This design comes from an exercise in tuning for small area and a short achievable clock period on the open sky130 flow, not from production work. RTL that was checked went through simulation tests only; none was proved equivalent to the original. For runs 1 to 3, only the layout was checked, not whether the RTL still works. Power figures rest on the tool's default switching activity, not on a simulated workload.

==> flow/design.v <==
module KalmanFilter(
    input clk,
    input reset,
    input valid_in,
    input [7:0] z_k,
    output reg [7:0] x_k
);
    reg [1:0] state;   
    reg [1:0] pidx;    
    wire [7:0] c, x_next;
    kf_x u_x(.p(pidx), .x(x_k), .c(c));
    kf_z u_z(.p(pidx), .c(c), .z(z_k), .y(x_next));
    always @(posedge clk) begin
        if (reset) begin
            x_k   <= 8'd70;
            pidx  <= 2'd0;
            state <= 2'd0;
        end else begin
            state <= {state[0], ~state[1] & (state[0] | valid_in)};
            if (state == 2'b10) begin
                x_k <= x_next;
                if (pidx != 2'd3)
                    pidx <= pidx + 2'd1;
            end
        end
    end
endmodule
module kf_x(input [1:0] p, input [7:0] x, output [7:0] c);
    wire new_n19, new_n20, new_n21, new_n22, new_n23, new_n24, new_n25, new_n26, new_n27, new_n28;
    wire new_n29, new_n30, new_n31, new_n32, new_n33, new_n34, new_n35, new_n36, new_n37, new_n38;
    wire new_n39, new_n40, new_n41, new_n42, new_n43, new_n44, new_n45, new_n46, new_n47, new_n48;
    wire new_n49, new_n50, new_n51, new_n52, new_n53, new_n54, new_n56, new_n57, new_n58, new_n59;
    wire new_n60, new_n61, new_n62, new_n63, new_n64, new_n65, new_n66, new_n67, new_n68, new_n70;
    wire new_n71, new_n72, new_n73, new_n74, new_n75, new_n76, new_n77, new_n78, new_n79, new_n80;
    wire new_n81, new_n83, new_n84, new_n85, new_n86, new_n87, new_n88, new_n89, new_n91, new_n92;
    wire new_n93, new_n94, new_n95, new_n96, new_n98, new_n99, new_n100, new_n101, new_n102, new_n104;
    wire new_n105, new_n106, new_n107, new_n108;
    assign new_n19 = x[0] & ~x[4];
    assign new_n20 = ~x[3] & x[7];
    assign new_n21 = ~x[2] & x[6];
    assign new_n22 = ~new_n20 & ~new_n21;
    assign new_n23 = x[3] & ~x[7];
    assign new_n24 = ~x[0] & x[4];
    assign new_n25 = ~new_n23 & ~new_n24;
    assign new_n26 = ~new_n22 & new_n25;
    assign new_n27 = ~new_n19 & ~new_n26;
    assign new_n28 = x[2] & ~x[6];
    assign new_n29 = ~x[1] & ~new_n28;
    assign new_n30 = new_n25 & new_n29;
    assign new_n31 = x[5] & ~new_n30;
    assign new_n32 = new_n27 & new_n31;
    assign new_n33 = ~x[5] & ~new_n27;
    assign new_n34 = ~p[1] & ~new_n33;
    assign new_n35 = ~new_n32 & new_n34;
    assign new_n36 = ~x[3] & ~x[4];
    assign new_n37 = ~x[5] & new_n36;
    assign new_n38 = ~x[0] & x[6];
    assign new_n39 = ~x[1] & ~x[2];
    assign new_n40 = ~new_n38 & new_n39;
    assign new_n41 = new_n37 & new_n40;
    assign new_n42 = x[0] & ~x[6];
    assign new_n43 = x[7] & ~new_n42;
    assign new_n44 = ~new_n41 & new_n43;
    assign new_n45 = p[1] & ~new_n44;
    assign new_n46 = ~p[0] & ~new_n45;
    assign new_n47 = ~p[0] & x[6];
    assign new_n48 = p[1] & x[0];
    assign new_n49 = ~x[7] & new_n48;
    assign new_n50 = ~new_n47 & new_n49;
    assign new_n51 = ~new_n46 & ~new_n50;
    assign new_n52 = ~new_n35 & new_n51;
    assign new_n53 = x[1] & ~new_n52;
    assign new_n54 = ~x[1] & new_n52;
    assign c[0] = ~new_n53 & ~new_n54;
    assign new_n56 = p[1] & new_n46;
    assign new_n57 = x[6] & ~new_n33;
    assign new_n58 = p[0] & ~p[1];
    assign new_n59 = ~x[5] & ~x[6];
    assign new_n60 = ~new_n27 & new_n59;
    assign new_n61 = new_n58 & ~new_n60;
    assign new_n62 = ~new_n57 & new_n61;
    assign new_n63 = ~new_n56 & ~new_n62;
    assign new_n64 = ~x[2] & new_n63;
    assign new_n65 = x[2] & ~new_n63;
    assign new_n66 = ~new_n64 & ~new_n65;
    assign new_n67 = new_n53 & new_n66;
    assign new_n68 = ~new_n53 & ~new_n66;
    assign c[1] = ~new_n67 & ~new_n68;
    assign new_n70 = ~new_n65 & ~new_n67;
    assign new_n71 = ~x[7] & new_n59;
    assign new_n72 = new_n19 & new_n71;
    assign new_n73 = new_n58 & ~new_n72;
    assign new_n74 = ~new_n46 & ~new_n73;
    assign new_n75 = x[7] & new_n61;
    assign new_n76 = ~new_n74 & ~new_n75;
    assign new_n77 = ~x[3] & ~new_n76;
    assign new_n78 = x[3] & new_n76;
    assign new_n79 = ~new_n77 & ~new_n78;
    assign new_n80 = ~new_n70 & new_n79;
    assign new_n81 = new_n70 & ~new_n79;
    assign c[2] = ~new_n80 & ~new_n81;
    assign new_n83 = ~new_n78 & ~new_n80;
    assign new_n84 = ~new_n56 & ~new_n73;
    assign new_n85 = ~x[4] & new_n84;
    assign new_n86 = x[4] & ~new_n84;
    assign new_n87 = ~new_n85 & ~new_n86;
    assign new_n88 = new_n83 & new_n87;
    assign new_n89 = ~new_n83 & ~new_n87;
    assign c[3] = new_n88 | new_n89;
    assign new_n91 = ~new_n85 & ~new_n88;
    assign new_n92 = ~x[5] & ~new_n74;
    assign new_n93 = x[5] & new_n74;
    assign new_n94 = ~new_n92 & ~new_n93;
    assign new_n95 = new_n91 & ~new_n94;
    assign new_n96 = ~new_n91 & new_n94;
    assign c[4] = ~new_n95 & ~new_n96;
    assign new_n98 = ~new_n91 & ~new_n92;
    assign new_n99 = new_n91 & ~new_n93;
    assign new_n100 = ~new_n98 & ~new_n99;
    assign new_n101 = x[6] & new_n100;
    assign new_n102 = ~x[6] & ~new_n100;
    assign c[5] = ~new_n101 & ~new_n102;
    assign new_n104 = x[5] & x[6];
    assign new_n105 = ~new_n59 & ~new_n104;
    assign new_n106 = new_n100 & ~new_n105;
    assign new_n107 = ~x[7] & new_n106;
    assign new_n108 = x[7] & ~new_n106;
    assign c[6] = new_n107 | new_n108;
    assign c[7] = new_n71 & new_n100;
endmodule
module kf_z(input [7:0] c, input [1:0] p, input [7:0] z, output [7:0] y);
    wire new_n27, new_n28, new_n29, new_n30, new_n31, new_n32, new_n33, new_n34, new_n35, new_n36;
    wire new_n37, new_n38, new_n39, new_n40, new_n41, new_n42, new_n43, new_n44, new_n45, new_n46;
    wire new_n47, new_n48, new_n49, new_n50, new_n51, new_n52, new_n53, new_n54, new_n55, new_n56;
    wire new_n57, new_n58, new_n59, new_n60, new_n61, new_n62, new_n63, new_n64, new_n65, new_n66;
    wire new_n67, new_n68, new_n69, new_n70, new_n71, new_n72, new_n73, new_n74, new_n75, new_n76;
    wire new_n77, new_n78, new_n79, new_n80, new_n81, new_n82, new_n83, new_n84, new_n85, new_n86;
    wire new_n87, new_n88, new_n89, new_n90, new_n91, new_n92, new_n93, new_n94, new_n95, new_n96;
    wire new_n97, new_n98, new_n99, new_n100, new_n101, new_n102, new_n103, new_n104, new_n105, new_n106;
    wire new_n107, new_n108, new_n109, new_n110, new_n111, new_n112, new_n113, new_n115, new_n116, new_n117;
    wire new_n118, new_n119, new_n120, new_n121, new_n122, new_n123, new_n124, new_n125, new_n126, new_n127;
    wire new_n128, new_n129, new_n130, new_n131, new_n132, new_n133, new_n134, new_n135, new_n136, new_n137;
    wire new_n139, new_n140, new_n141, new_n142, new_n143, new_n144, new_n145, new_n146, new_n147, new_n148;
    wire new_n149, new_n150, new_n151, new_n152, new_n153, new_n154, new_n155, new_n156, new_n158, new_n159;
    wire new_n160, new_n161, new_n162, new_n163, new_n164, new_n165, new_n166, new_n167, new_n168, new_n169;
    wire new_n170, new_n171, new_n172, new_n173, new_n174, new_n175, new_n176, new_n178, new_n179, new_n180;
    wire new_n181, new_n182, new_n183, new_n184, new_n185, new_n186, new_n187, new_n188, new_n189, new_n190;
    wire new_n191, new_n192, new_n193, new_n195, new_n196, new_n197, new_n198, new_n199, new_n200, new_n201;
    wire new_n202, new_n203, new_n204, new_n206, new_n207, new_n208, new_n209, new_n210, new_n211, new_n212;
    wire new_n213, new_n214, new_n216, new_n217, new_n218, new_n219, new_n220, new_n221;
    assign new_n27 = p[0] & ~p[1];
    assign new_n28 = z[5] & new_n27;
    assign new_n29 = ~p[0] & ~p[1];
    assign new_n30 = z[3] & new_n29;
    assign new_n31 = ~new_n28 & ~new_n30;
    assign new_n32 = c[0] & z[1];
    assign new_n33 = ~c[0] & ~z[1];
    assign new_n34 = ~new_n32 & ~new_n33;
    assign new_n35 = new_n31 & new_n34;
    assign new_n36 = ~new_n31 & ~new_n34;
    assign new_n37 = ~new_n35 & ~new_n36;
    assign new_n38 = ~z[3] & z[7];
    assign new_n39 = z[3] & ~z[7];
    assign new_n40 = z[2] & ~z[6];
    assign new_n41 = ~z[1] & z[5];
    assign new_n42 = ~new_n40 & new_n41;
    assign new_n43 = ~z[2] & z[6];
    assign new_n44 = ~new_n42 & ~new_n43;
    assign new_n45 = ~new_n39 & ~new_n44;
    assign new_n46 = ~new_n38 & ~new_n45;
    assign new_n47 = ~z[0] & new_n46;
    assign new_n48 = z[4] & ~new_n46;
    assign new_n49 = z[0] & ~z[4];
    assign new_n50 = ~new_n48 & ~new_n49;
    assign new_n51 = ~new_n47 & new_n50;
    assign new_n52 = new_n27 & ~new_n51;
    assign new_n53 = ~z[6] & z[7];
    assign new_n54 = ~z[3] & ~z[4];
    assign new_n55 = z[2] & new_n54;
    assign new_n56 = ~new_n49 & ~new_n55;
    assign new_n57 = z[1] & ~new_n56;
    assign new_n58 = z[0] & z[2];
    assign new_n59 = ~new_n57 & ~new_n58;
    assign new_n60 = new_n53 & ~new_n59;
    assign new_n61 = z[6] & ~z[7];
    assign new_n62 = ~z[0] & new_n61;
    assign new_n63 = ~new_n57 & new_n62;
    assign new_n64 = new_n29 & ~new_n63;
    assign new_n65 = ~new_n60 & new_n64;
    assign new_n66 = z[3] & z[4];
    assign new_n67 = z[1] & ~new_n66;
    assign new_n68 = ~z[2] & ~new_n67;
    assign new_n69 = ~z[6] & new_n54;
    assign new_n70 = new_n68 & ~new_n69;
    assign new_n71 = ~z[5] & ~new_n70;
    assign new_n72 = ~z[1] & ~new_n54;
    assign new_n73 = new_n58 & ~new_n72;
    assign new_n74 = ~new_n53 & ~new_n73;
    assign new_n75 = ~z[1] & z[4];
    assign new_n76 = z[2] & ~new_n75;
    assign new_n77 = ~z[0] & ~new_n76;
    assign new_n78 = ~new_n61 & ~new_n77;
    assign new_n79 = new_n74 & ~new_n78;
    assign new_n80 = ~new_n71 & new_n79;
    assign new_n81 = ~z[5] & ~new_n74;
    assign new_n82 = new_n78 & new_n81;
    assign new_n83 = ~new_n80 & ~new_n82;
    assign new_n84 = new_n65 & new_n83;
    assign new_n85 = z[7] & new_n27;
    assign new_n86 = z[5] & new_n29;
    assign new_n87 = ~new_n85 & ~new_n86;
    assign new_n88 = new_n62 & ~new_n87;
    assign new_n89 = new_n68 & new_n88;
    assign new_n90 = z[6] & z[7];
    assign new_n91 = ~z[0] & ~new_n90;
    assign new_n92 = ~z[5] & new_n54;
    assign new_n93 = new_n68 & new_n92;
    assign new_n94 = z[7] & ~new_n93;
    assign new_n95 = new_n91 & ~new_n94;
    assign new_n96 = ~p[0] & z[6];
    assign new_n97 = ~new_n27 & ~new_n96;
    assign new_n98 = z[0] & ~new_n97;
    assign new_n99 = ~new_n53 & ~new_n91;
    assign new_n100 = new_n29 & ~new_n99;
    assign new_n101 = ~new_n98 & ~new_n100;
    assign new_n102 = new_n94 & ~new_n101;
    assign new_n103 = p[0] & ~z[0];
    assign new_n104 = z[7] & ~new_n103;
    assign new_n105 = ~new_n96 & ~new_n104;
    assign new_n106 = p[1] & ~new_n105;
    assign new_n107 = ~new_n102 & new_n106;
    assign new_n108 = ~new_n95 & new_n107;
    assign new_n109 = ~new_n89 & ~new_n108;
    assign new_n110 = ~new_n84 & new_n109;
    assign new_n111 = ~new_n52 & new_n110;
    assign new_n112 = new_n37 & ~new_n111;
    assign new_n113 = ~new_n37 & new_n111;
    assign y[0] = new_n112 | new_n113;
    assign new_n115 = z[6] & new_n27;
    assign new_n116 = z[4] & new_n29;
    assign new_n117 = ~new_n115 & ~new_n116;
    assign new_n118 = ~c[1] & ~z[2];
    assign new_n119 = c[1] & z[2];
    assign new_n120 = ~new_n118 & ~new_n119;
    assign new_n121 = ~new_n117 & ~new_n120;
    assign new_n122 = new_n117 & new_n120;
    assign new_n123 = ~new_n121 & ~new_n122;
    assign new_n124 = ~new_n33 & ~new_n35;
    assign new_n125 = ~new_n123 & new_n124;
    assign new_n126 = new_n123 & ~new_n124;
    assign new_n127 = ~new_n125 & ~new_n126;
    assign new_n128 = ~new_n101 & new_n111;
    assign new_n129 = ~z[7] & new_n29;
    assign new_n130 = ~new_n88 & new_n129;
    assign new_n131 = new_n37 & ~new_n130;
    assign new_n132 = ~new_n37 & new_n130;
    assign new_n133 = ~new_n131 & ~new_n132;
    assign new_n134 = ~new_n111 & new_n133;
    assign new_n135 = ~new_n128 & ~new_n134;
    assign new_n136 = new_n127 & ~new_n135;
    assign new_n137 = ~new_n127 & new_n135;
    assign y[1] = ~new_n136 & ~new_n137;
    assign new_n139 = ~c[2] & ~z[3];
    assign new_n140 = c[2] & z[3];
    assign new_n141 = ~new_n139 & ~new_n140;
    assign new_n142 = new_n87 & ~new_n141;
    assign new_n143 = ~new_n87 & new_n141;
    assign new_n144 = ~new_n142 & ~new_n143;
    assign new_n145 = ~new_n118 & ~new_n122;
    assign new_n146 = new_n144 & new_n145;
    assign new_n147 = ~new_n144 & ~new_n145;
    assign new_n148 = ~new_n146 & ~new_n147;
    assign new_n149 = new_n126 & ~new_n135;
    assign new_n150 = new_n125 & ~new_n130;
    assign new_n151 = ~new_n125 & new_n130;
    assign new_n152 = ~new_n150 & ~new_n151;
    assign new_n153 = new_n135 & new_n152;
    assign new_n154 = ~new_n149 & ~new_n153;
    assign new_n155 = new_n148 & new_n154;
    assign new_n156 = ~new_n148 & ~new_n154;
    assign y[2] = ~new_n155 & ~new_n156;
    assign new_n158 = ~c[3] & ~z[4];
    assign new_n159 = c[3] & z[4];
    assign new_n160 = ~new_n158 & ~new_n159;
    assign new_n161 = z[6] & new_n29;
    assign new_n162 = ~new_n160 & ~new_n161;
    assign new_n163 = new_n160 & new_n161;
    assign new_n164 = ~new_n162 & ~new_n163;
    assign new_n165 = ~new_n140 & ~new_n143;
    assign new_n166 = ~new_n164 & new_n165;
    assign new_n167 = new_n164 & ~new_n165;
    assign new_n168 = ~new_n166 & ~new_n167;
    assign new_n169 = ~new_n147 & new_n154;
    assign new_n170 = new_n125 & new_n146;
    assign new_n171 = ~new_n125 & ~new_n146;
    assign new_n172 = ~new_n170 & ~new_n171;
    assign new_n173 = ~new_n154 & new_n172;
    assign new_n174 = ~new_n169 & ~new_n173;
    assign new_n175 = ~new_n168 & ~new_n174;
    assign new_n176 = new_n168 & new_n174;
    assign y[3] = new_n175 | new_n176;
    assign new_n178 = new_n135 & new_n170;
    assign new_n179 = ~z[7] & ~new_n178;
    assign new_n180 = new_n29 & ~new_n179;
    assign new_n181 = c[4] & z[5];
    assign new_n182 = ~c[4] & ~z[5];
    assign new_n183 = ~new_n181 & ~new_n182;
    assign new_n184 = ~new_n159 & ~new_n163;
    assign new_n185 = ~new_n183 & ~new_n184;
    assign new_n186 = new_n183 & new_n184;
    assign new_n187 = ~new_n185 & ~new_n186;
    assign new_n188 = ~new_n180 & new_n187;
    assign new_n189 = new_n180 & ~new_n187;
    assign new_n190 = ~new_n188 & ~new_n189;
    assign new_n191 = ~new_n166 & ~new_n176;
    assign new_n192 = ~new_n190 & ~new_n191;
    assign new_n193 = new_n190 & new_n191;
    assign y[4] = ~new_n192 & ~new_n193;
    assign new_n195 = c[5] & z[6];
    assign new_n196 = ~c[5] & ~z[6];
    assign new_n197 = ~new_n195 & ~new_n196;
    assign new_n198 = ~new_n189 & ~new_n193;
    assign new_n199 = ~new_n182 & ~new_n186;
    assign new_n200 = new_n198 & ~new_n199;
    assign new_n201 = ~new_n198 & new_n199;
    assign new_n202 = ~new_n200 & ~new_n201;
    assign new_n203 = new_n197 & ~new_n202;
    assign new_n204 = ~new_n197 & new_n202;
    assign y[5] = new_n203 | new_n204;
    assign new_n206 = ~c[6] & ~z[7];
    assign new_n207 = c[6] & z[7];
    assign new_n208 = ~new_n206 & ~new_n207;
    assign new_n209 = new_n195 & new_n201;
    assign new_n210 = ~new_n196 & ~new_n203;
    assign new_n211 = ~new_n201 & ~new_n210;
    assign new_n212 = ~new_n209 & ~new_n211;
    assign new_n213 = ~new_n208 & new_n212;
    assign new_n214 = new_n208 & ~new_n212;
    assign y[6] = new_n213 | new_n214;
    assign new_n216 = ~new_n211 & ~new_n213;
    assign new_n217 = c[7] & ~new_n207;
    assign new_n218 = ~c[7] & new_n207;
    assign new_n219 = ~new_n217 & ~new_n218;
    assign new_n220 = new_n216 & new_n219;
    assign new_n221 = ~new_n216 & ~new_n219;
    assign y[7] = new_n220 | new_n221;
endmodule
==> flow/flow/run.sh <==
#!/bin/bash
# Layout flow: the standard flow (standard.sh) with these changes:
#  - synthesis keeps module kf_x (the logic that only depends on registers)
#    separate until technology mapping, maps it for area (flow/area.abc) and
#    the rest of the design for delay with area recovery (flow/delay.abc),
#    instead of ORFS's single ABC script; the design is flattened afterwards
#    exactly as in the standard synthesis;
#  - full/half-adder extraction is skipped (ADDER_MAP_FILE left empty);
#  - ports are buffered with buf_2 cells.
# Registers, their names and cell types are those of the standard synthesis.
set -euo pipefail
here=$(pwd)
cat > my_synth.tcl <<EOT
proc abc {args} {
  set i [lsearch -exact \$args -script]
  set ax \$args; lset ax [expr {\$i + 1}] $here/flow/area.abc
  set at \$args; lset at [expr {\$i + 1}] $here/flow/delay.abc
  yosys abc {*}\$ax kf_x
  yosys abc {*}\$at KalmanFilter
}
source $here/synth_recipe.tcl
EOT
sed -e "s#SYNTH_SCRIPT=[^ ]*#SYNTH_SCRIPT=$here/my_synth.tcl ADDER_MAP_FILE=#" standard.sh > my_standard.sh
grep -q "my_synth.tcl ADDER_MAP_FILE=" my_standard.sh
export SYNTH_KEEP_MODULES=kf_x
export BUFFER_PORTS_ARGS="-buffer_cell sky130_fd_sc_hd__buf_2"
bash my_standard.sh > flow.log 2>&1
==> flow/flow/area.abc <==
strash
dch -f
amap
topo
stime -p
==> flow/flow/delay.abc <==
strash
dch -f
map -D 2500
topo
stime -p
==> flow/standard.sh <==
#!/bin/bash
# synth_recipe.tcl (not shown) runs the flow's synth.tcl, then flattens the netlist and writes it again
# the make line also repeats each setting of config.mk as NAME=value (left out here)
make -C /OpenROAD-flow-scripts/flow DESIGN_CONFIG=/design/flow/config.mk WORK_HOME=/design/flow/orfs CLKGATE_MAP_FILE= SYNTH_SCRIPT=/design/flow/synth_recipe.tcl "${@:-finish}"
==> flow/config.mk <==
export PLATFORM = sky130hd
export DESIGN_NAME = KalmanFilter
export DESIGN_NICKNAME = KalmanFilter
export VERILOG_FILES = /design/flow/design.v
export SDC_FILE = /design/flow/constraint.sdc
export NUM_CORES = 4
export LEC_CHECK = 0
export CAP_MARGIN = 20
export CORE_MARGIN = 2
export CORE_UTILIZATION = 60
export CTS_BUF_LIST = sky130_fd_sc_hd__clkbuf_4
export SLEW_MARGIN = 20
==> flow/constraint.sdc <==
create_clock -name core_clock -period 40.0 [get_ports {clk}]
set_input_delay 8.0000 -clock core_clock [delete_from_list [all_inputs] [get_ports {clk}]]
set_output_delay 8.0000 -clock core_clock [all_outputs]
set_load 0.01 [all_outputs]
==> results of run 1 <==
Yosys cell counts, types with 3 or more instances:
cell and number:
a211oi_1 4, a21oi_1 25, clkinv_1 39, dfxtp_1 12, nand2_1 37, nand3_1 4
nor2_1 50, nor3_1 3, o21a_1 3, o21ai_0 22, o22ai_1 7, xnor2_1 6
xor2_1 12
Yosys stat by module (local to each module, per instance):
module        copies in the design  flip-flops and latches  cell area, µm²
kf_x                             1                       0             328
KalmanFilter                     1                      12            1110
state kept, by name (all words and copies together), names as in the netlist:
name	cells
state	2
x_k	8
pidx	2
routing by layer:
metal | vias up | track usage, % | wire length (µm)
met4 | 0 | 11.5 | 85
li1 | 898 | - | -
met2 | 63 | 50.6 | 1710
met3 | 13 | 5.37 | 230
met1 | 740 | 33.7 | 1570
met5 | - | 0 | 0
per-stage QoR:
step | hold WS (ns) | cells | setup slack, ns | total power [mW] | util, %
detailed placement | 0.421 | 296 | 28.57 | 0.0488 | 69.9
CTS | 0.443 | 300 | 28.84 | 0.0567 | 71.1
global route | 0.450 | 300 | 28.27 | 0.0624 | 71.1
global placement | 0.420 | 296 | 28.62 | 0.0485 | 69.9
floorplan | 0.398 | 250 | 29.25 | 0.0421 | -
finish | 0.442 | 300 | 28.77 | 0.0567 | 71.1
worst max path at each step:
stage | slack, ns | from | endpoint
floorplan | 29.25 | z_k[6] | x_k[7]
global placement | 28.62 | z_k[7] | x_k[7]
detailed placement | 28.57 | z_k[7] | x_k[7]
CTS | 28.84 | z_k[7] | x_k[7]
global route | 28.27 | z_k[0] | x_k[6]
finish | 28.77 | z_k[7] | x_k[7]
area by class of cell:
| cell class | instances | area [µm²] | area share (%) |
|---|---|---|---|
| clock buffers | 3 | 22.5 | 1.42 |
| well taps | 28 | 35.0 | 2.21 |
| repair buffers | 18 | 90.1 | 5.67 |
| multi-input cells | 199 | 1050 | 66.1 |
| clock inverters | 1 | 3.75 | 0.236 |
| flip-flops and latches | 12 | 240 | 15.1 |
| inverters | 39 | 146 | 9.22 |
worst max-delay path: cells and delay by family:
kind | cells | cell delay (ns)
AOI/OAI and AO/OA | 12 | 2.33
and+or+nand+nor | 7 | 0.73
buffers and inverters | 2 | 0.39
cell families after synthesis:
family,Yosys count
buffers and inverters,39
adders and majority gates,1
DFF,12
xor gates and xnor gates,18
AOI/OAI and AO/OA,77
and+or+nand+nor,103
power by group:
group,total (mW),switching (mW),internal [mW]
combinational,0.0351,0.0215,0.0136
sequential,0.0139,0.00118,0.0127
clock,0.00769,0.00408,0.00362
total,0.0567,0.0268,0.0299
layout by cell type (no fill, tap or decap):
master,count
xnor2_1,6
a21boi_0,1
a211oi_1,4
a311oi_1,1
o31ai_1,2
a221oi_1,2
clkinv_1,40
nand3_1,4
and3_2,1
a31oi_1,2
o21a_1,3
nor3_1,3
a2111oi_0,1
clkbuf_4,3
and2_0,2
dfxtp_1,12
nand2_1,37
o221ai_1,2
o31a_2,1
nand4_1,1
xor2_1,12
a32oi_1,1
or2_2,2
nor2_1,50
a22oi_1,1
maj3_1,1
o21ai_0,22
o22ai_1,7
buf_2,18
a21oi_1,25
o211ai_1,1
nor4_1,2
and2_2,1
o41ai_1,1
==> impl_metrics.csv, run 1 <==
group,metric,value,unit
synth,synth_warnings,1,
synth,synth.top_cell.area_share,16.7,%
worst_setup_path,reg2reg_to,"x_k[7]",
timing,relSlewSlack,67.5,%
synth,ys_types,32,
power,p_leak,0.639,nW
timing,period_needed,11.23,ns
routing,routed_wl,3600,µm
final_layout,syn2layout_area_growth,10.5,%
worst_hold_path,min_to,"state[1]",
worst_hold_path,min_path_cells,2,
synth,synth_ff_type,"dfxtp_1",
routing,via_per_inst,5.71,
final_layout,drive_gt1_share,9.56,%
synth,synthesis.instances,250,
final_layout,num-fill-cells,222,
synth,synthSimpleGateAreaFrac,29.3,%
clock_tree,cts_buffers,3,
final_layout,diodes,0,
synth,syn_area,0.00144,mm²
timing,clock.fmax,89.0,MHz
timing,post-route-period-util,28.1,%
timing,tightest_slew,0.482,ns
place,hpwl,2930,µm
synth,seq_area_frac_synth,16.7,%
clock_tree,cts.sinks,12,
run,cap_violations,0,
synth,synthArstFlopShare,0,%
timing,final-max-slew-violation-count,0,
global_routing,grtUsageTotal,28.7,%
synth,synth_adder_area_share,0.697,%
global_routing,grt_max_degree,12,
worst_setup_path,cp_max_fo,8,
routing,wl_per_cell,12.0,µm
timing,grt_setup_unrepaired,"no",
worst_setup_path,critPathCaptureType,"flip-flop",
floorplan,die_height,52.9,µm
synth,synth_seq_cells,12,
synth,synth.avg_cell_area,5.75,µm²
power,powerDensity,35.7,mW/mm²
worst_setup_path,required,40.21,ns
clock_tree,max-clock-path-buffers,2,
floorplan,coreArea,0.00223,mm²
floorplan,die_w,52.9,µm
timing,finalClockSkew,0.00491,ns
global_routing,antenna_found_initial,0,
floorplan,die_area,0.00280,mm²
synth,synthTopCellsByArea,"dfxtp_1, nor2_1, clkinv_1, nand2_1, a21oi_1",
clock_tree,cts_setup_buffers,0,
synth,synth_top_family_by_area,"compound AO/OA/AOI/OAI gates",
place,portBuffers,18,
global_routing,grt_pass1_vias,1523,
routing,vias,1714,
clock_tree,cts_tree,"yes",
clock_tree,clockRootBuffer,"clkbuf_4",
worst_hold_path,hp-start,"state[0]",
final_layout,nets,284,
final_layout,fin_area,0.00159,mm²
synth,synth_nets,261,
timing,final.setup.tns,0,ns
clock_tree,insertion_delay,0.28,ns
worst_setup_path,slowest_delay,0.43,ns
floorplan,floorplan.initialDensity,64.3,%
synth,yosys.area.top_type,"dfxtp_1",
floorplan,ioPinCount,19,
clock_tree,clk_pin_slew_worst_paths,0.08,ns
synth,synth_edf_count,0,
worst_setup_path,startpoint_type,"input pin",
routing,postRouteAntennaNets,0,
worst_setup_path,critPathKind,"input pin to flip-flop",
floorplan,placementRows,17,
worst_setup_path,cp.arrival,11.44,ns
global_routing,grt-ovfl-total,0,
place,place.gp.congestion,0.970,
worst_setup_path,path_cells,"buf_2 -> clkinv_1 -> nor2_1 -> a21oi_1 -> o221ai_1 -> o41ai_1 -> o31ai_1 -> nor2_1 -> o21ai_0 -> nor2_1 -> a21oi_1 -> a21oi_1 -> a21boi_0 -> nand2_1 -> nand2_1 -> nand2_1 -> a31oi_1 -> nand2_1 -> a21oi_1 -> o21ai_0 -> a21oi_1",
clock_tree,ctsHtreeMaxLevel,1,
routing,drt_pass1_iterations,4,
worst_setup_path,r2r_slack,35.35,ns
routing,remaining_drc_errors,0,
worst_setup_path,reg2reg_from,"x_k[0]",
timing,setup_viol,0,
clock_tree,cts_resized,0,
global_routing,grt_pass1_wl,6020,µm
clock_tree,ctsHoldBuffers,0,
worst_setup_path,r2r_cells,25,
worst_hold_path,hold_path_class,"flip-flop to flip-flop",
outcome,status,"complete, no violations",
place,dpl_cell_area,0.00156,mm²
synth,synth_compound_area_share,32.1,%
worst_setup_path,cp_common_cell,"a21oi_1",
power,peakVddDrop,0.0304,mV
timing,finalHoldViolCount,0,
synth,synth-xor-area-share,11.0,%
routing,dr.first_iter.drc_count,57,
synth,synthMuxAreaShare,0,%
worst_setup_path,crit_path_top_delay_cell,"o21ai_0",
==> run 2, diff against run 1 <==
--- a/flow/config.mk
+++ b/flow/config.mk
@@ -8,5 +8,5 @@
 export CAP_MARGIN = 20
 export CORE_MARGIN = 2
-export CORE_UTILIZATION = 60
+export CORE_UTILIZATION = 40
 export CTS_BUF_LIST = sky130_fd_sc_hd__clkbuf_4
 export SLEW_MARGIN = 20
==> impl_metrics.csv, run 2 <==
group,metric,value,unit
worst_setup_path,cp_common_cell,"nor2_1",
final_layout,top_regs,"x_k x8, pidx x2, state x2",
final_layout,nets,284,
global_routing,grt_max_degree,12,
worst_setup_path,reg2reg_to,"x_k[6]",
worst_setup_path,required,40.16,ns
clock_tree,ctsHtreeMaxLevel,1,
floorplan,die_area,0.00409,mm²
synth,seq_area_frac_synth,16.7,%
run,cap_violations,0,
routing,dr.first_iter.drc_count,84,
clock_tree,clk_pin_slew_worst_paths,0.08,ns
timing,holdWs,0.430,ns
clock_tree,ctsHoldBuffers,0,
worst_setup_path,r2r_cells,25,
global_routing,grt_pass1_wl,6800,µm
clock_tree,cts_resized,0,
routing,remaining_drc_errors,0,
synth,synth.avg_cell_area,5.75,µm²
clock_tree,cts_setup_buffers,0,
place,portBuffers,18,
final_layout,top_register,"x_k",
clock_tree,clockRootBuffer,"clkbuf_4",
timing,relSlewSlack,71.6,%
timing,finalClockSkew,0.00923,ns
worst_hold_path,hold_path_class,"flip-flop to flip-flop",
power,peakVddDrop,0.0102,mV
synth,synth_warnings,1,
worst_hold_path,min_path_cells,1,
floorplan,floorplan.initialDensity,42.4,%
power,p_leak,0.639,nW
synth,synth.top_cell.area_share,16.7,%
worst_setup_path,r2r_slack,35.42,ns
final_layout,fin_area,0.00161,mm²
final_layout,most-common-layout-cells,"nor2_1, clkinv_1, nand2_1, a21oi_1, o21ai_0",
final_layout,largest_register_ffs,8,
synth,ys_types,32,
floorplan,placementRows,21,
synth,synth_seq_cells,12,
timing,tightest_slew,0.421,ns
timing,finalHoldViolCount,0,
routing,via_per_inst,5.34,
worst_hold_path,min_to,"state[0]",
synth,synthTopCellsByArea,"dfxtp_1, nor2_1, clkinv_1, nand2_1, a21oi_1",
final_layout,final_common_cell,"nor2_1",
routing,wl_per_cell,11.9,µm
routing,postRouteAntennaNets,0,
clock_tree,cts_tree,"yes",
global_routing,antenna_found_initial,0,
worst_setup_path,startpoint_type,"input pin",
synth,synth_nets,261,
timing,period_needed,11.11,ns
floorplan,die_height,63.9,µm
synth,synth_ff_type,"dfxtp_1",
clock_tree,insertion_delay,0.27,ns
timing,final-max-slew-violation-count,0,
synth,synthesis.instances,250,
worst_setup_path,crit_path_top_delay_cell,"a21oi_1",
global_routing,grt-ovfl-total,0,
worst_setup_path,path_cells,"buf_2 -> clkinv_1 -> o22ai_1 -> o221ai_1 -> o21ai_0 -> nor2_1 -> a211oi_1 -> nor2_1 -> nor2_1 -> nand2_1 -> o21ai_0 -> nor2_1 -> a21oi_1 -> nor2_1 -> a21oi_1 -> a21boi_0 -> nand2_1 -> nand3_1 -> a31oi_1 -> nand2_1 -> and3_2 -> o21ai_0 -> nand2_1",
final_layout,drive_gt1_share,9.56,%
floorplan,ioPinCount,19,
global_routing,grt_pass1_vias,1566,
synth,synth_edf_count,0,
place,place.gp.congestion,0.926,
worst_setup_path,cp_max_fo,6,
synth,syn_area,0.00144,mm²
global_routing,grtUsageTotal,20.5,%
worst_setup_path,reg2reg_from,"x_k[0]",
clock_tree,cts_buffers,3,
routing,vias,1697,
final_layout,syn2layout_area_growth,12.1,%
timing,grt_setup_unrepaired,"no",
synth,synthArstFlopShare,0,%
floorplan,coreArea,0.00339,mm²
timing,setup_viol,0,
outcome,status,"complete, no violations",
power,powerDensity,35.6,mW/mm²
timing,final.setup.tns,0,ns
place,dpl_cell_area,0.00158,mm²
worst_setup_path,path_buf_inv,2,
routing,drt_pass1_iterations,15,
worst_setup_path,critPathKind,"input pin to flip-flop",
synth,synthTopCellsByCount,"nor2_1, clkinv_1, nand2_1",
worst_setup_path,cp.arrival,11.27,ns
clock_tree,cts.sinks,12,
synth,yosys.area.top_type,"dfxtp_1",
worst_setup_path,crit_family,"compound AO/OA/AOI/OAI gates",
floorplan,die_w,63.9,µm
final_layout,diodes,0,
timing,post-route-period-util,27.8,%
worst_setup_path,slowest_delay,0.24,ns
worst_hold_path,hp-start,"state[1]",
clock_tree,max-clock-path-buffers,2,
place,hpwl,3100,µm
synth,yosysMostFrequentCell,"nor2_1",
timing,clock.fmax,90.0,MHz
final_layout,num-fill-cells,371,
routing,routed_wl,3790,µm
worst_setup_path,critPathCaptureType,"flip-flop",
[run 2: layout make-up]
cell class                 instances  area, µm²  area share (%)
clock inverter                     1       3.75           0.233
inverter                          39        146            9.09
multi-input combinational        199       1050            65.2
sequential                        12        240            14.9
timing repair buffer              18       90.1            5.59
tap                               46       57.6            3.57
clock buffer                       3       22.5            1.40
[run 2: worst max-delay path by stage]
stage,slack [ns],start,endpoint,depth (start not counted)
2_1_floorplan,29.25,z_k[6],x_k[7],21
3_3_place_gp,28.57,z_k[6],x_k[6],23
3_5_place_dp,28.58,z_k[6],x_k[6],23
4_1_cts,28.85,z_k[6],x_k[6],23
5_1_grt,28.22,z_k[6],x_k[7],23
6_report,28.89,z_k[6],x_k[6],23
[run 2: modules after synthesis (local to each module, per instance)]
| module | times used | cell area [µm²] | cells inside |
|---|---|---|---|
| KalmanFilter | 1 | 1110 | 182 |
| kf_x | 1 | 328 | 68 |
[run 2: logic make-up after synthesis]
kind of cell,share of synthesized area (%)
compound gates,32.1
xor+xnor,11.0
fa+ha+maj,0.697
buf+inv,10.2
flops,16.7
simple gates,29.3
[run 2: where the power goes]
part           internal [mW]  switching (mW)
sequential            0.0127         0.00115
clock                0.00361         0.00395
combinational         0.0136          0.0222
total                 0.0299          0.0273
[run 2: routing by layer]
metal | GRT usage [%] | vias to the layer above | wire [µm]
met5 | 0 | - | 0
met4 | 7.34 | 0 | 51
met3 | 2.29 | 4 | 182
met2 | 35.7 | 58 | 1700
met1 | 26.0 | 739 | 1860
li1 | - | 896 | -
[run 2: stage by stage]
stage	setup slack, ns	utilization [%]	power, mW	instances
detailed placement	28.58	46.7	0.0498	314
finish	28.89	47.5	0.0572	318
floorplan	29.25	-	0.0421	250
global placement	28.57	46.7	0.0498	314
global route	28.22	47.5	0.0641	318
CTS	28.85	47.5	0.0576	318
==> run 3, diff against run 2 <==
--- a/flow/config.mk
+++ b/flow/config.mk
@@ -8,5 +8,5 @@
 export CAP_MARGIN = 20
 export CORE_MARGIN = 2
-export CORE_UTILIZATION = 40
+export CORE_UTILIZATION = 75
 export CTS_BUF_LIST = sky130_fd_sc_hd__clkbuf_4
 export SLEW_MARGIN = 20
==> impl_metrics.csv, run 3 <==
group,metric,value,unit
synth,synth_warnings,1,
synth,synth.avg_cell_area,5.75,µm²
floorplan,die_w,47.8,µm
synth,ys_types,32,
synth,yosys.area.top_type,"dfxtp_1",
synth,synthesis.instances,250,
synth,synth_seq_cells,12,
synth,synth_edf_count,0,
floorplan,ioPinCount,19,
floorplan,die_height,47.8,µm
synth,syn_area,0.00144,mm²
synth,seq_area_frac_synth,16.7,%
floorplan,placementRows,15,
synth,synthTopCellsByCount,"nor2_1, clkinv_1, nand2_1",
synth,yosysMostFrequentCell,"nor2_1",
synth,synth_ff_type,"dfxtp_1",
outcome,status,"stopped before the end",
synth,synth_nets,261,
place,portBuffers,18,
outcome,stop_stage,"global placement",
outcome,tool.error,"[ERROR GPL-0301] Utilization 102.117 % exceeds 100%.",
synth,synthArstFlopShare,0,%
floorplan,floorplan.initialDensity,81.4,%
synth,synthTopCellsByArea,"dfxtp_1, nor2_1, clkinv_1, nand2_1, a21oi_1",
synth,synth.top_cell.area_share,16.7,%
-- run 3: cell families after synthesis --
group,count (synthesis),synth area share [%]
simple gates,103,29.3
flops,12,16.7
xor+xnor,18,11.0
fa+ha+maj,1,0.697
compound gates,77,32.1
buf+inv,39,10.2
-- run 3: modules after synthesis, one instance, submodules excluded --
module        copies in the design  cells inside
kf_x                             1            68
KalmanFilter                     1           182
==> run 4, diff against run 3 <==
--- a/flow/design.v
+++ b/flow/design.v
@@ -17,6 +17,7 @@
             state <= 2'd0;
         end else begin
-            state <= {state[0], ~state[1] & (state[0] | valid_in)};
-            if (state == 2'b10) begin
+            if (state != 2'd0 || valid_in)
+                state <= state + 2'd1;
+            if (state == 2'd3) begin
                 x_k <= x_next;
                 if (pidx != 2'd3)
--- a/flow/config.mk
+++ b/flow/config.mk
@@ -8,5 +8,5 @@
 export CAP_MARGIN = 20
 export CORE_MARGIN = 2
-export CORE_UTILIZATION = 75
+export CORE_UTILIZATION = 40
 export CTS_BUF_LIST = sky130_fd_sc_hd__clkbuf_4
 export SLEW_MARGIN = 20
==> impl_metrics.csv, run 4 <==
group,metric,value,unit
outcome,status,"complete, no violations",
floorplan,ioPinCount,19,
synth,yosysMostFrequentCell,"nor2_1",
clock_tree,ctsHtreeMaxLevel,1,
final_layout,most-common-layout-cells,"nor2_1, clkinv_1, nand2_1, o21ai_0, buf_2",
synth,synth_seq_cells,12,
floorplan,die_w,64.0,µm
clock_tree,max-clock-path-buffers,2,
timing,tightest_slew,0.429,ns
worst_hold_path,hold_path_class,"flip-flop to flip-flop",
clock_tree,clk_pin_slew_worst_paths,0.07,ns
synth,synthArstFlopShare,0,%
synth,seq_area_frac_synth,16.7,%
worst_setup_path,slowest_delay,0.35,ns
timing,final-max-slew-violation-count,0,
clock_tree,cts_resized,0,
synth,synth.top_cell.area_share,16.7,%
final_layout,top_register,"x_k",
synth,synth_nets,265,
clock_tree,cts.sinks,12,
run,cap_violations,0,
routing,remaining_drc_errors,0,
clock_tree,ctsHoldBuffers,0,
worst_setup_path,crit_path_top_delay_cell,"o21ai_0",
routing,wl_per_cell,11.3,µm
power,p_sw_share,45.5,%
worst_setup_path,critPathKind,"input pin to flip-flop",
place,portBuffers,18,
routing,routed_wl,3630,µm
final_layout,nets,288,
clock_tree,clockRootBuffer,"clkbuf_4",
synth,syn_area,0.00144,mm²
power,p_seq_share,26.7,%
power,internal-power,0.0276,mW
power,switchingPower,0.0231,mW
global_routing,grt_pass1_vias,1517,
global_routing,grt_max_degree,11,
clock_tree,insertion_delay,0.27,ns
power,combPwrFrac,58.6,%
routing,vias,1648,
synth,yosys.area.top_type,"dfxtp_1",
timing,clock.fmax,90.2,MHz
floorplan,placementRows,21,
final_layout,drive_gt1_share,9.78,%
timing,grt_setup_unrepaired,"no",
final_layout,largest_register_ffs,8,
final_layout,diodes,0,
place,place.gp.congestion,0.886,
synth,synthTopCellsByCount,"nor2_1, clkinv_1, nand2_1",
floorplan,floorplan.initialDensity,42.5,%
timing,setup_viol,0,
worst_setup_path,critPathCaptureType,"flip-flop",
clock_tree,cts_tree,"yes",
worst_setup_path,path_cells,"buf_2 -> clkinv_1 -> o21ai_0 -> nand2_1 -> o21ai_0 -> nand3_1 -> nand2_1 -> o221ai_1 -> o21ai_0 -> nand2_1 -> o21ai_0 -> a21oi_1 -> nand2_1 -> o21ai_0 -> o21a_1 -> or2_2 -> a31oi_1 -> nand2_1 -> nand3_1 -> nand2_1 -> o22a_2",
global_routing,grt-ovfl-total,0,
worst_setup_path,cp.arrival,11.26,ns
routing,dr.first_iter.drc_count,151,
routing,drt_pass1_iterations,5,
timing,post-route-period-util,27.7,%
global_routing,grtUsageTotal,18.8,%
clock_tree,cts_buffers,3,
synth,synth_ff_type,"dfxtp_1",
power,clock_power_share,14.8,%
synth,ys_types,30,
final_layout,final_common_cell,"nor2_1",
power,powerDensity,31.4,mW/mm²
worst_setup_path,startpoint_type,"input pin",
final_layout,num-fill-cells,380,
clock_tree,cts_setup_buffers,0,
worst_setup_path,cp_max_fo,7,
worst_setup_path,cp_common_cell,"nand2_1",
synth,synthesis.instances,254,
timing,final.setup.tns,0,ns
final_layout,final_util,47.7,%
power,p_leak,0.638,nW
routing,via_per_inst,5.12,
final_layout,top_regs,"x_k x8, pidx x2, state x2",
global_routing,antenna_found_initial,0,
power,peakVddDrop,0.00934,mV
global_routing,grt_pass1_wl,6310,µm
floorplan,coreArea,0.00339,mm²
synth,synth.avg_cell_area,5.67,µm²
timing,period_needed,11.09,ns
synth,synth_warnings,1,
synth,synthTopCellsByArea,"dfxtp_1, nor2_1, clkinv_1, nand2_1, o21ai_0",
place,hpwl,3100,µm
timing,relSlewSlack,71.1,%
synth,synth_edf_count,0,
routing,postRouteAntennaNets,0,
floorplan,die_height,64.0,µm
timing,finalHoldViolCount,0,
worst_setup_path,required,40.17,ns
floorplan,die_area,0.00410,mm²
final_layout,syn2layout_area_growth,12.1,%
timing,finalClockSkew,0.00190,ns
## run 4: path summary, 6_finish.rpt
kind	from	endpoint	slack, ns	depth (start not counted)
setup / recovery	z_k[4]	x_k[6]	28.91	21
hold / removal	state[0]	state[0]	0.44	1
setup reg to reg	x_k[7]	x_k[6]	35.41	27
hold reg to reg	state[0]	state[0]	0.44	1
## run 4: modules after synthesis, one instance, submodules excluded
module,cell area [µm²],times used,flip-flops and latches
KalmanFilter,1110,1,12
kf_x,328,1,0
## run 4: critical path: cells and delay by family
kind | cells | cell delay [ns]
AO/OA/AOI/OAI | 10 | 1.96
AND/OR/NAND/NOR | 9 | 1.00
buffers and inverters | 2 | 0.30
## run 4: stage by stage
stage | instance area (µm²) | worst slack (ns) | cells | hold slack (ns) | total power [mW]
after detailed placement | 1590 | 28.64 | 318 | 0.432 | 0.0437
final | 1620 | 28.91 | 322 | 0.443 | 0.0508
after floorplan | 1440 | 29.27 | 254 | 0.406 | 0.0375
after global placement | 1590 | 28.71 | 318 | 0.426 | 0.0437
after CTS | 1620 | 28.92 | 322 | 0.445 | 0.0513
after global routing | 1620 | 28.36 | 322 | 0.479 | 0.0566
## run 4: cells by family after synthesis
| group | synth area share, % |
|---|---|
| compound gates | 30.2 |
| xor+xnor | 10.3 |
| buf+inv | 10.9 |
| flops | 16.7 |
| simple gates | 31.9 |
## run 4: cell type report
cell class,count,area [µm²],area share [%]
Multi-Input combinational cell,200,1040,64.6
Inverter,42,158,9.76
Clock inverter,1,3.75,0.232
Sequential cell,12,240,14.9
Tap cell,46,57.6,3.56
Timing Repair Buffer,18,90.1,5.58
Clock buffer,3,22.5,1.39
## run 4: power groups by stage
stage	combinational [mW]	sequential [mW]	clock [mW]
after global placement	0.0298	0.0138	0
after floorplan	0.0237	0.0138	0
after detailed placement	0.0299	0.0138	0
after global routing	0.0348	0.0136	0.00821
after CTS	0.0300	0.0135	0.00777
final	0.0297	0.0135	0.00749
## run 4: layer usage
layer  wire, µm  global-route usage [%]
met5          0                       0
met3        131                   0.704
met1       1710                    23.9
met2       1760                    34.4
met4         19                    5.16
==> run 5, diff against run 4 <==
--- a/flow/flow/run.sh
+++ b/flow/flow/run.sh
@@ -24,4 +24,5 @@
 grep -q "my_synth.tcl ADDER_MAP_FILE=" my_standard.sh
 export SYNTH_KEEP_MODULES=kf_x
+export PRE_DETAIL_PLACE_TCL=$here/flow/pre_dp.tcl
 export BUFFER_PORTS_ARGS="-buffer_cell sky130_fd_sc_hd__buf_2"
 bash my_standard.sh > flow.log 2>&1
==> flow/flow/pre_dp.tcl (new file) <==
# Output ports only drive the 0.01 pF port load: use buf_1 as their buffers.
foreach inst [[ord::get_db_block] getInsts] {
  set n [$inst getName]
  if {[string match "output*" $n] && [[$inst getMaster] getName] == "sky130_fd_sc_hd__buf_2"} {
    replace_cell $n sky130_fd_sc_hd__buf_1
  }
}
==> impl_metrics.csv, run 5 <==
group,metric,value,unit
run,cap_violations,0,
synth,synthArstFlopShare,0,%
global_routing,busiest_layer,"met2",
power,p_leak,0.612,nW
timing,period_needed,11.11,ns
final_layout,top_register,"x_k",
clock_tree,cts_resized,0,
clock_tree,cts_buffers,3,
synth,synth_nets,265,
timing,finalClockSkew,0.00169,ns
synth,synthTopCellsByCount,"nor2_1, clkinv_1, nand2_1",
synth,yosys.area.top_type,"dfxtp_1",
global_routing,grt_pass1_wl,6220,µm
global_routing,use_met2,33.3,%
global_routing,grtUsageTotal,18.7,%
timing,final.setup.tns,0,ns
routing,dr.first_iter.drc_count,132,
synth,seq_area_frac_synth,16.7,%
synth,synth.top_cell.area_share,16.7,%
synth,synth_warnings,1,
worst_setup_path,cp_max_fo,7,
synth,synth_seq_cells,12,
synth,synthesis.instances,254,
clock_tree,insertion_delay,0.27,ns
floorplan,die_height,64.0,µm
clock_tree,clockRootBuffer,"clkbuf_4",
timing,clock.fmax,90.0,MHz
final_layout,top_regs,"x_k x8, pidx x2, state x2",
timing,finalHoldViolCount,0,
final_layout,most-common-layout-cells,"nor2_1, clkinv_1, nand2_1, o21ai_0, a21oi_1",
routing,via_per_inst,5.13,
power,powerDensity,31.7,mW/mm²
floorplan,die_w,64.0,µm
clock_tree,cts_setup_buffers,0,
final_layout,drive_gt1_share,6.88,%
clock_tree,ctsHoldBuffers,0,
timing,final-max-slew-violation-count,0,
global_routing,grt_max_degree,11,
synth,synth.avg_cell_area,5.67,µm²
worst_setup_path,startpoint_type,"input pin",
routing,remaining_drc_errors,0,
routing,wl_per_cell,11.4,µm
routing,routed_wl,3660,µm
global_routing,grt.met3_usage,0.880,%
outcome,status,"complete, no violations",
global_routing,met1_usage,23.4,%
final_layout,largest_register_ffs,8,
synth,yosysMostFrequentCell,"nor2_1",
final_layout,num-fill-cells,382,
floorplan,floorplan.initialDensity,42.5,%
place,place.gp.congestion,0.886,
clock_tree,cts_tree,"yes",
routing,postRouteAntennaNets,0,
worst_setup_path,critPathCaptureType,"flip-flop",
clock_tree,clk_pin_slew_worst_paths,0.08,ns
global_routing,grt_pass1_vias,1500,
synth,ys_types,30,
clock_tree,max-clock-path-buffers,2,
global_routing,grt-ovfl-total,0,
final_layout,finalNonFillerCells,322,
floorplan,ioPinCount,19,
place,dpl_cell_area,0.00158,mm²
synth,synth_edf_count,0,
clock_tree,cts.sinks,12,
final_layout,fin_area,0.00161,mm²
place,hpwl,3110,µm
timing,grt_setup_unrepaired,"no",
routing,vias,1651,
clock_tree,ctsHtreeMaxLevel,1,
synth,synth_ff_type,"dfxtp_1",
timing,setup_viol,0,
final_layout,diodes,0,
global_routing,antenna_found_initial,0,
timing,relSlewSlack,70.0,%
final_layout,final_common_cell,"nor2_1",
final_layout,syn2layout_area_growth,11.4,%
worst_hold_path,hold_path_class,"flip-flop to flip-flop",
routing,drt_pass1_iterations,4,
worst_setup_path,critPathKind,"input pin to flip-flop",
floorplan,die_area,0.00410,mm²
worst_setup_path,required,40.19,ns
synth,synthTopCellsByArea,"dfxtp_1, nor2_1, clkinv_1, nand2_1, o21ai_0",
floorplan,placementRows,21,
worst_setup_path,cp.arrival,11.30,ns
synth,syn_area,0.00144,mm²
timing,tightest_slew,0.445,ns
power,peakVddDrop,0.0101,mV
timing,post-route-period-util,27.8,%
final_layout,nets,288,
place,portBuffers,18,
floorplan,coreArea,0.00339,mm²
place,placed_cells,318,
run 5: cell counts after synthesis:
Identical to the previous run, type by type.
run 5: per-layer routing:
layer / up-vias / share of wire, %
met5: - / 0
met4: 0 / 1.1
met3: 4 / 3.2
met2: 39 / 48
met1: 709 / 48
li1: 899 / -
run 5: cells by family (layout without fill, tap and decap cells):
group / count (synthesis) / count (layout) / share of synthesized area (%)
simple gates: 112 / 112 / 31.9
compound gates: 71 / 71 / 30.2
buf+inv: 42 / 64 / 10.9
xor+xnor: 17 / 17 / 10.3
flops: 12 / 12 / 16.7
run 5: stage by stage:
step | power (mW) | util, % | setup slack, ns | hold WS (ns)
global placement | 0.0437 | 46.9 | 28.71 | 0.426
floorplan | 0.0375 | - | 29.27 | 0.406
CTS | 0.0513 | 47.4 | 28.89 | 0.446
detailed placement | 0.0437 | 46.6 | 28.60 | 0.433
finish | 0.0509 | 47.4 | 28.89 | 0.443
global route | 0.0563 | 47.4 | 28.39 | 0.480
run 5: power breakdown:
group / internal, mW / switching, mW / leakage [nW] / total, mW
registers: 0.0126 / 0.000947 / 0.0976 / 0.0135
logic: 0.0113 / 0.0184 / 0.499 / 0.0297
clock network: 0.00360 / 0.00400 / 0.0154 / 0.00761
run 5: Yosys stat by module (local to each module, per instance):
module,cells inside,flip-flops and latches
kf_x,68,0
KalmanFilter,186,12
run 5: critical path, stage by stage:
cell	delay (ns)
buf_2	0.15
clkinv_1	0.14
o21ai_0	0.18
nand2_1	0.12
o21ai_0	0.27
nand3_1	0.11
nand2_1	0.07
o221ai_1	0.13
o21ai_0	0.17
nand2_1	0.13
o21ai_0	0.35
a21oi_1	0.16
nand2_1	0.07
o21ai_0	0.14
o21a_1	0.23
or2_2	0.28
a31oi_1	0.18
o22ai_1	0.11
xor2_1	0.15
o21ai_0	0.15
run 5: worst paths after layout:
kind | end | cells after the start | start | slack [ns]
max | x_k[7] | 20 | z_k[4] | 28.89
min | state[0] | 1 | state[0] | 0.44
max reg2reg | x_k[7] | 26 | x_k[7] | 35.41
min reg2reg | state[0] | 1 | state[0] | 0.44
run 5: cell type report:
cell class	count	area, µm²	share of cell area (%)
repair buffers	18	80.1	4.99
inverters	42	158	9.82
multi-input cells	200	1040	65.0
flip-flops and latches	12	240	15.0
clock inverters	1	3.75	0.234
well taps	46	57.6	3.59
clock buffers	3	22.5	1.40
==> run 6, diff against run 5 <==
--- a/flow/design.v
+++ b/flow/design.v
@@ -17,7 +17,6 @@
             state <= 2'd0;
         end else begin
-            if (state != 2'd0 || valid_in)
-                state <= state + 2'd1;
-            if (state == 2'd3) begin
+            state <= {state[0], ~state[1] & (state[0] | valid_in)};
+            if (state == 2'b10) begin
                 x_k <= x_next;
                 if (pidx != 2'd3)
@@ -31,102 +30,95 @@
     wire new_n29, new_n30, new_n31, new_n32, new_n33, new_n34, new_n35, new_n36, new_n37, new_n38;
     wire new_n39, new_n40, new_n41, new_n42, new_n43, new_n44, new_n45, new_n46, new_n47, new_n48;
-    wire new_n49, new_n50, new_n51, new_n52, new_n53, new_n54, new_n56, new_n57, new_n58, new_n59;
-    wire new_n60, new_n61, new_n62, new_n63, new_n64, new_n65, new_n66, new_n67, new_n68, new_n70;
-    wire new_n71, new_n72, new_n73, new_n74, new_n75, new_n76, new_n77, new_n78, new_n79, new_n80;
-    wire new_n81, new_n83, new_n84, new_n85, new_n86, new_n87, new_n88, new_n89, new_n91, new_n92;
-    wire new_n93, new_n94, new_n95, new_n96, new_n98, new_n99, new_n100, new_n101, new_n102, new_n104;
-    wire new_n105, new_n106, new_n107, new_n108;
-    assign new_n19 = x[0] & ~x[4];
-    assign new_n20 = ~x[3] & x[7];
-    assign new_n21 = ~x[2] & x[6];
-    assign new_n22 = ~new_n20 & ~new_n21;
-    assign new_n23 = x[3] & ~x[7];
-    assign new_n24 = ~x[0] & x[4];
-    assign new_n25 = ~new_n23 & ~new_n24;
-    assign new_n26 = ~new_n22 & new_n25;
-    assign new_n27 = ~new_n19 & ~new_n26;
-    assign new_n28 = x[2] & ~x[6];
-    assign new_n29 = ~x[1] & ~new_n28;
-    assign new_n30 = new_n25 & new_n29;
-    assign new_n31 = x[5] & ~new_n30;
-    assign new_n32 = new_n27 & new_n31;
-    assign new_n33 = ~x[5] & ~new_n27;
-    assign new_n34 = ~p[1] & ~new_n33;
-    assign new_n35 = ~new_n32 & new_n34;
-    assign new_n36 = ~x[3] & ~x[4];
-    assign new_n37 = ~x[5] & new_n36;
-    assign new_n38 = ~x[0] & x[6];
-    assign new_n39 = ~x[1] & ~x[2];
-    assign new_n40 = ~new_n38 & new_n39;
-    assign new_n41 = new_n37 & new_n40;
-    assign new_n42 = x[0] & ~x[6];
-    assign new_n43 = x[7] & ~new_n42;
-    assign new_n44 = ~new_n41 & new_n43;
-    assign new_n45 = p[1] & ~new_n44;
-    assign new_n46 = ~p[0] & ~new_n45;
-    assign new_n47 = ~p[0] & x[6];
-    assign new_n48 = p[1] & x[0];
-    assign new_n49 = ~x[7] & new_n48;
-    assign new_n50 = ~new_n47 & new_n49;
-    assign new_n51 = ~new_n46 & ~new_n50;
-    assign new_n52 = ~new_n35 & new_n51;
-    assign new_n53 = x[1] & ~new_n52;
-    assign new_n54 = ~x[1] & new_n52;
-    assign c[0] = ~new_n53 & ~new_n54;
-    assign new_n56 = p[1] & new_n46;
-    assign new_n57 = x[6] & ~new_n33;
-    assign new_n58 = p[0] & ~p[1];
-    assign new_n59 = ~x[5] & ~x[6];
-    assign new_n60 = ~new_n27 & new_n59;
-    assign new_n61 = new_n58 & ~new_n60;
-    assign new_n62 = ~new_n57 & new_n61;
-    assign new_n63 = ~new_n56 & ~new_n62;
-    assign new_n64 = ~x[2] & new_n63;
-    assign new_n65 = x[2] & ~new_n63;
-    assign new_n66 = ~new_n64 & ~new_n65;
-    assign new_n67 = new_n53 & new_n66;
-    assign new_n68 = ~new_n53 & ~new_n66;
-    assign c[1] = ~new_n67 & ~new_n68;
-    assign new_n70 = ~new_n65 & ~new_n67;
-    assign new_n71 = ~x[7] & new_n59;
-    assign new_n72 = new_n19 & new_n71;
-    assign new_n73 = new_n58 & ~new_n72;
-    assign new_n74 = ~new_n46 & ~new_n73;
-    assign new_n75 = x[7] & new_n61;
+    wire new_n49, new_n50, new_n51, new_n52, new_n53, new_n55, new_n56, new_n57, new_n58, new_n59;
+    wire new_n60, new_n61, new_n62, new_n63, new_n64, new_n65, new_n66, new_n67, new_n68, new_n69;
+    wire new_n71, new_n72, new_n73, new_n74, new_n75, new_n76, new_n77, new_n78, new_n79, new_n81;
+    wire new_n82, new_n83, new_n84, new_n85, new_n86, new_n88, new_n89, new_n90, new_n91, new_n92;
+    wire new_n93, new_n95, new_n96, new_n97, new_n98, new_n99, new_n101, new_n103;
+    assign new_n19 = ~x[3] & ~x[4];
+    assign new_n20 = ~x[5] & new_n19;
+    assign new_n21 = ~x[0] & x[6];
+    assign new_n22 = ~x[1] & ~x[2];
+    assign new_n23 = ~new_n21 & new_n22;
+    assign new_n24 = new_n20 & new_n23;
+    assign new_n25 = x[0] & ~x[6];
+    assign new_n26 = ~p[0] & ~new_n25;
+    assign new_n27 = x[7] & new_n26;
+    assign new_n28 = ~new_n24 & new_n27;
+    assign new_n29 = p[1] & ~new_n28;
+    assign new_n30 = x[0] & ~x[7];
+    assign new_n31 = ~new_n26 & new_n30;
+    assign new_n32 = new_n29 & ~new_n31;
+    assign new_n33 = ~x[3] & x[7];
+    assign new_n34 = ~x[2] & x[6];
+    assign new_n35 = ~new_n33 & ~new_n34;
+    assign new_n36 = x[3] & ~x[7];
+    assign new_n37 = ~x[0] & x[4];
+    assign new_n38 = ~new_n36 & ~new_n37;
+    assign new_n39 = ~new_n35 & new_n38;
+    assign new_n40 = x[0] & ~x[4];
+    assign new_n41 = ~new_n39 & ~new_n40;
+    assign new_n42 = ~x[5] & ~new_n41;
+    assign new_n43 = x[2] & ~x[6];
+    assign new_n44 = ~x[1] & ~new_n43;
+    assign new_n45 = new_n38 & new_n44;
+    assign new_n46 = x[5] & ~new_n45;
+    assign new_n47 = new_n41 & new_n46;
+    assign new_n48 = ~new_n42 & ~new_n47;
+    assign new_n49 = p[0] & ~p[1];
+    assign new_n50 = ~new_n48 & new_n49;
+    assign new_n51 = ~new_n32 & ~new_n50;
+    assign new_n52 = x[1] & new_n51;
+    assign new_n53 = ~x[1] & ~new_n51;
+    assign c[0] = ~new_n52 & ~new_n53;
+    assign new_n55 = ~p[0] & ~p[1];
+    assign new_n56 = ~x[6] & new_n42;
+    assign new_n57 = p[0] & ~x[7];
+    assign new_n58 = new_n56 & new_n57;
+    assign new_n59 = ~new_n29 & ~new_n58;
+    assign new_n60 = ~new_n55 & new_n59;
+    assign new_n61 = x[6] & ~new_n42;
+    assign new_n62 = ~new_n56 & ~new_n61;
+    assign new_n63 = ~p[1] & ~new_n62;
+    assign new_n64 = new_n60 & ~new_n63;
+    assign new_n65 = x[2] & new_n52;
+    assign new_n66 = ~x[2] & ~new_n52;
+    assign new_n67 = ~new_n65 & ~new_n66;
+    assign new_n68 = new_n64 & ~new_n67;
+    assign new_n69 = ~new_n64 & new_n67;
+    assign c[1] = new_n68 | new_n69;
+    assign new_n71 = p[0] & x[7];
+    assign new_n72 = ~new_n56 & new_n71;
+    assign new_n73 = new_n59 & ~new_n72;
+    assign new_n74 = x[3] & new_n73;
+    assign new_n75 = ~x[3] & ~new_n73;
     assign new_n76 = ~new_n74 & ~new_n75;
-    assign new_n77 = ~x[3] & ~new_n76;
-    assign new_n78 = x[3] & new_n76;
-    assign new_n79 = ~new_n77 & ~new_n78;
-    assign new_n80 = ~new_n70 & new_n79;
-    assign new_n81 = new_n70 & ~new_n79;
-    assign c[2] = ~new_n80 & ~new_n81;
-    assign new_n83 = ~new_n78 & ~new_n80;
-    assign new_n84 = ~new_n56 & ~new_n73;
-    assign new_n85 = ~x[4] & new_n84;
-    assign new_n86 = x[4] & ~new_n84;
-    assign new_n87 = ~new_n85 & ~new_n86;
-    assign new_n88 = new_n83 & new_n87;
-    assign new_n89 = ~new_n83 & ~new_n87;
-    assign c[3] = new_n88 | new_n89;
-    assign new_n91 = ~new_n85 & ~new_n88;
-    assign new_n92 = ~x[5] & ~new_n74;
-    assign new_n93 = x[5] & new_n74;
-    assign new_n94 = ~new_n92 & ~new_n93;
-    assign new_n95 = new_n91 & ~new_n94;
-    assign new_n96 = ~new_n91 & new_n94;
-    assign c[4] = ~new_n95 & ~new_n96;
-    assign new_n98 = ~new_n91 & ~new_n92;
-    assign new_n99 = new_n91 & ~new_n93;
-    assign new_n100 = ~new_n98 & ~new_n99;
-    assign new_n101 = x[6] & new_n100;
-    assign new_n102 = ~x[6] & ~new_n100;
-    assign c[5] = ~new_n101 & ~new_n102;
-    assign new_n104 = x[5] & x[6];
-    assign new_n105 = ~new_n59 & ~new_n104;
-    assign new_n106 = new_n100 & ~new_n105;
-    assign new_n107 = ~x[7] & new_n106;
-    assign new_n108 = x[7] & ~new_n106;
-    assign c[6] = new_n107 | new_n108;
-    assign c[7] = new_n71 & new_n100;
+    assign new_n77 = ~new_n66 & ~new_n69;
+    assign new_n78 = new_n76 & new_n77;
+    assign new_n79 = ~new_n76 & ~new_n77;
+    assign c[2] = ~new_n78 & ~new_n79;
+    assign new_n81 = ~new_n74 & ~new_n78;
+    assign new_n82 = x[4] & ~new_n81;
+    assign new_n83 = ~x[4] & new_n81;
+    assign new_n84 = ~new_n82 & ~new_n83;
+    assign new_n85 = new_n60 & new_n84;
+    assign new_n86 = ~new_n60 & ~new_n84;
+    assign c[3] = ~new_n85 & ~new_n86;
+    assign new_n88 = ~new_n59 & new_n82;
+    assign new_n89 = new_n59 & ~new_n82;
+    assign new_n90 = ~new_n85 & new_n89;
+    assign new_n91 = ~new_n88 & ~new_n90;
+    assign new_n92 = x[5] & ~new_n91;
+    assign new_n93 = ~x[5] & new_n91;
+    assign c[4] = ~new_n92 & ~new_n93;
+    assign new_n95 = x[5] & new_n88;
+    assign new_n96 = ~x[5] & new_n90;
+    assign new_n97 = ~new_n95 & ~new_n96;
+    assign new_n98 = ~x[6] & ~new_n97;
+    assign new_n99 = x[6] & new_n97;
+    assign c[5] = new_n98 | new_n99;
+    assign new_n101 = ~x[7] & ~new_n95;
+    assign c[7] = new_n98 & new_n101;
+    assign new_n103 = ~new_n98 & ~new_n101;
+    assign c[6] = c[7] | new_n103;
 endmodule
 module kf_z(input [7:0] c, input [1:0] p, input [7:0] z, output [7:0] y);
==> flow/flow/delay.abc (replaced) <==
strash
dch -f
map -D 2300
topo
upsize -D 2100
dnsize -D 2100
topo
stime -p
==> impl_metrics.csv, run 6 <==
group,metric,value,unit
outcome,status,"complete, no violations",
global_routing,grt.met3_usage,0.868,%
global_routing,busiest_layer,"met2",
worst_setup_path,cp_max_fo,6,
synth,synthesis.instances,246,
power,p_leak,0.685,nW
worst_hold_path,min_to,"state[0]",
final_layout,most-common-layout-cells,"nand2_1, nor2_1, clkinv_1, o21ai_0, a21oi_1",
synth,synthArstFlopShare,0,%
routing,remaining_drc_errors,0,
final_layout,top_register,"x_k",
power,powerDensity,34.7,mW/mm²
routing,dr.first_iter.drc_count,47,
power,total_power,0.0574,mW
routing,drt_pass1_iterations,4,
synth,syn_area,0.00149,mm²
worst_setup_path,critPathKind,"input pin to flip-flop",
run,cap_violations,0,
worst_setup_path,reg2reg_to,"x_k[7]",
final_layout,final_util,45.9,%
final_layout,largest_register_ffs,8,
worst_setup_path,cp.arrival,10.74,ns
timing,worst_slack,29.42,ns
synth,yosys.area.top_type,"dfxtp_1",
worst_setup_path,critPathCaptureType,"flip-flop",
timing,period_needed,10.58,ns
synth,synth.avg_cell_area,6.05,µm²
timing,post-route-period-util,26.4,%
final_layout,finalNonFillerCells,316,
timing,setup_viol,0,
final_layout,nets,280,
timing,finalHoldViolCount,0,
final_layout,final_common_cell,"nand2_1",
floorplan,die_height,65.0,µm
routing,wl_per_cell,11.7,µm
worst_setup_path,startpoint_type,"input pin",
timing,holdWs,0.420,ns
global_routing,met1_usage,23.5,%
timing,final.setup.tns,0,ns
clock_tree,clockRootBuffer,"clkbuf_4",
global_routing,antenna_found_initial,0,
worst_hold_path,min_path_cells,1,
routing,postRouteAntennaNets,0,
clock_tree,clk_pin_slew_worst_paths,0.07,ns
clock_tree,ctsHoldBuffers,0,
floorplan,placementRows,22,
worst_setup_path,reg2reg_from,"x_k[7]",
synth,synth_ff_type,"dfxtp_1",
timing,tightest_slew,0.529,ns
floorplan,coreArea,0.00361,mm²
final_layout,syn2layout_area_growth,11.2,%
timing,grt_setup_unrepaired,"no",
clock_tree,cts_resized,0,
clock_tree,cts_setup_buffers,0,
routing,via_per_inst,5.28,
routing,routed_wl,3700,µm
global_routing,use_met2,35.7,%
final_layout,diodes,0,
global_routing,grt_pass1_wl,6600,µm
global_routing,grt-ovfl-total,0,
worst_setup_path,r2r_slack,35.18,ns
global_routing,grtUsageTotal,19.5,%
synth,synthTopCellsByArea,"dfxtp_1, nand2_1, nor2_1, clkinv_1, xor2_1",
final_layout,drive_gt1_share,12.3,%
floorplan,die_area,0.00423,mm²
synth,synth_nets,257,
power,peakVddDrop,0.0115,mV
clock_tree,cts_tree,"yes",
worst_hold_path,hp-start,"state[1]",
place,dp_slack,29.11,ns
clock_tree,cts.sinks,12,
run 6: changes by cell type in the layout (fill, tap and decap cells not counted), moves of 5 or more:
cell and delta:
a31oi_1 +7, clkinv_1 -16, inv_1 +6, inv_2 +5, nand2_1 +7, nor2_1 -22
o21ai_1 +7
run 6: final cells by class:
type / instances / area [µm²] / area share (%)
inverter: 37 / 139 / 8.39
tap: 48 / 60.1 / 3.63
sequential: 12 / 240 / 14.5
clock buffer: 3 / 22.5 / 1.36
timing repair buffer: 18 / 80.1 / 4.84
clock inverter: 1 / 3.75 / 0.227
multi-input combinational: 197 / 1110 / 67.0
run 6: how the worst max path moves through the flow:
stage	from	endpoint	slack, ns	cells past startpoint
2_1_floorplan	z_k[0]	x_k[6]	29.65	22
3_3_place_gp	z_k[0]	x_k[6]	29.16	23
3_5_place_dp	z_k[0]	x_k[6]	29.11	23
4_1_cts	z_k[0]	x_k[6]	29.40	23
5_1_grt	z_k[0]	x_k[7]	28.98	24
6_report	z_k[0]	x_k[6]	29.42	23
run 6: logic make-up (layout without fill, tap and decap cells):
logic type      count (synthesis)  after routing  share of synthesized area (%)
simple gates                   99             99                           30.3
compound gates                 84             84                           36.0
buf+inv                        37             59                           9.33
xor+xnor                       14             14                           8.24
flops                          12             12                           16.1
run 6: where the power goes:
group | internal [mW] | switching (mW) | leakage [nW]
sequential | 0.0127 | 0.00120 | 0.0983
combinational | 0.0138 | 0.0221 | 0.571
clock | 0.00361 | 0.00393 | 0.0154
total | 0.0301 | 0.0273 | 0.685
run 6: critical path: stages:
cell and delay (ns):
buf_2 0.13, inv_1 0.15, nor2_1 0.09, a21oi_1 0.11
nor2_1 0.06, nor4_1 0.24, nor2_1 0.07, o2111ai_1 0.10
o221ai_2 0.15, nor2_4 0.13, nand2_1 0.07, o21ai_2 0.12
nor2_2 0.06, a21oi_2 0.16, nand2_1 0.06, o21ai_1 0.12
nand3b_4 0.19, nand4_4 0.10, a21oi_2 0.18, nand2_1 0.10
and3_1 0.17, o21ai_1 0.12, nand2_1 0.06
run 6: per-layer routing:
layer	share of wire [%]	wire (µm)	up-vias
met5	0	0	-
met4	2.1	79	0
met3	1.9	72	8
met2	48	1770	23
met1	48	1780	737
li1	-	-	901
run 6: modules after synthesis (local to each module, per instance):
module | flip-flops and latches | cells inside | area [µm²]
KalmanFilter | 12 | 187 | 1190
kf_x | 0 | 59 | 294

Re-timed with assumed drivers on the ports (clkbuf_16 on the clock, buf_2 on other inputs), run 6 has 29.421 ns of setup slack against 29.422 ns with ideal ports, and 29.132 ns once port delays also move by the mid clock arrival of 0.289 ns.
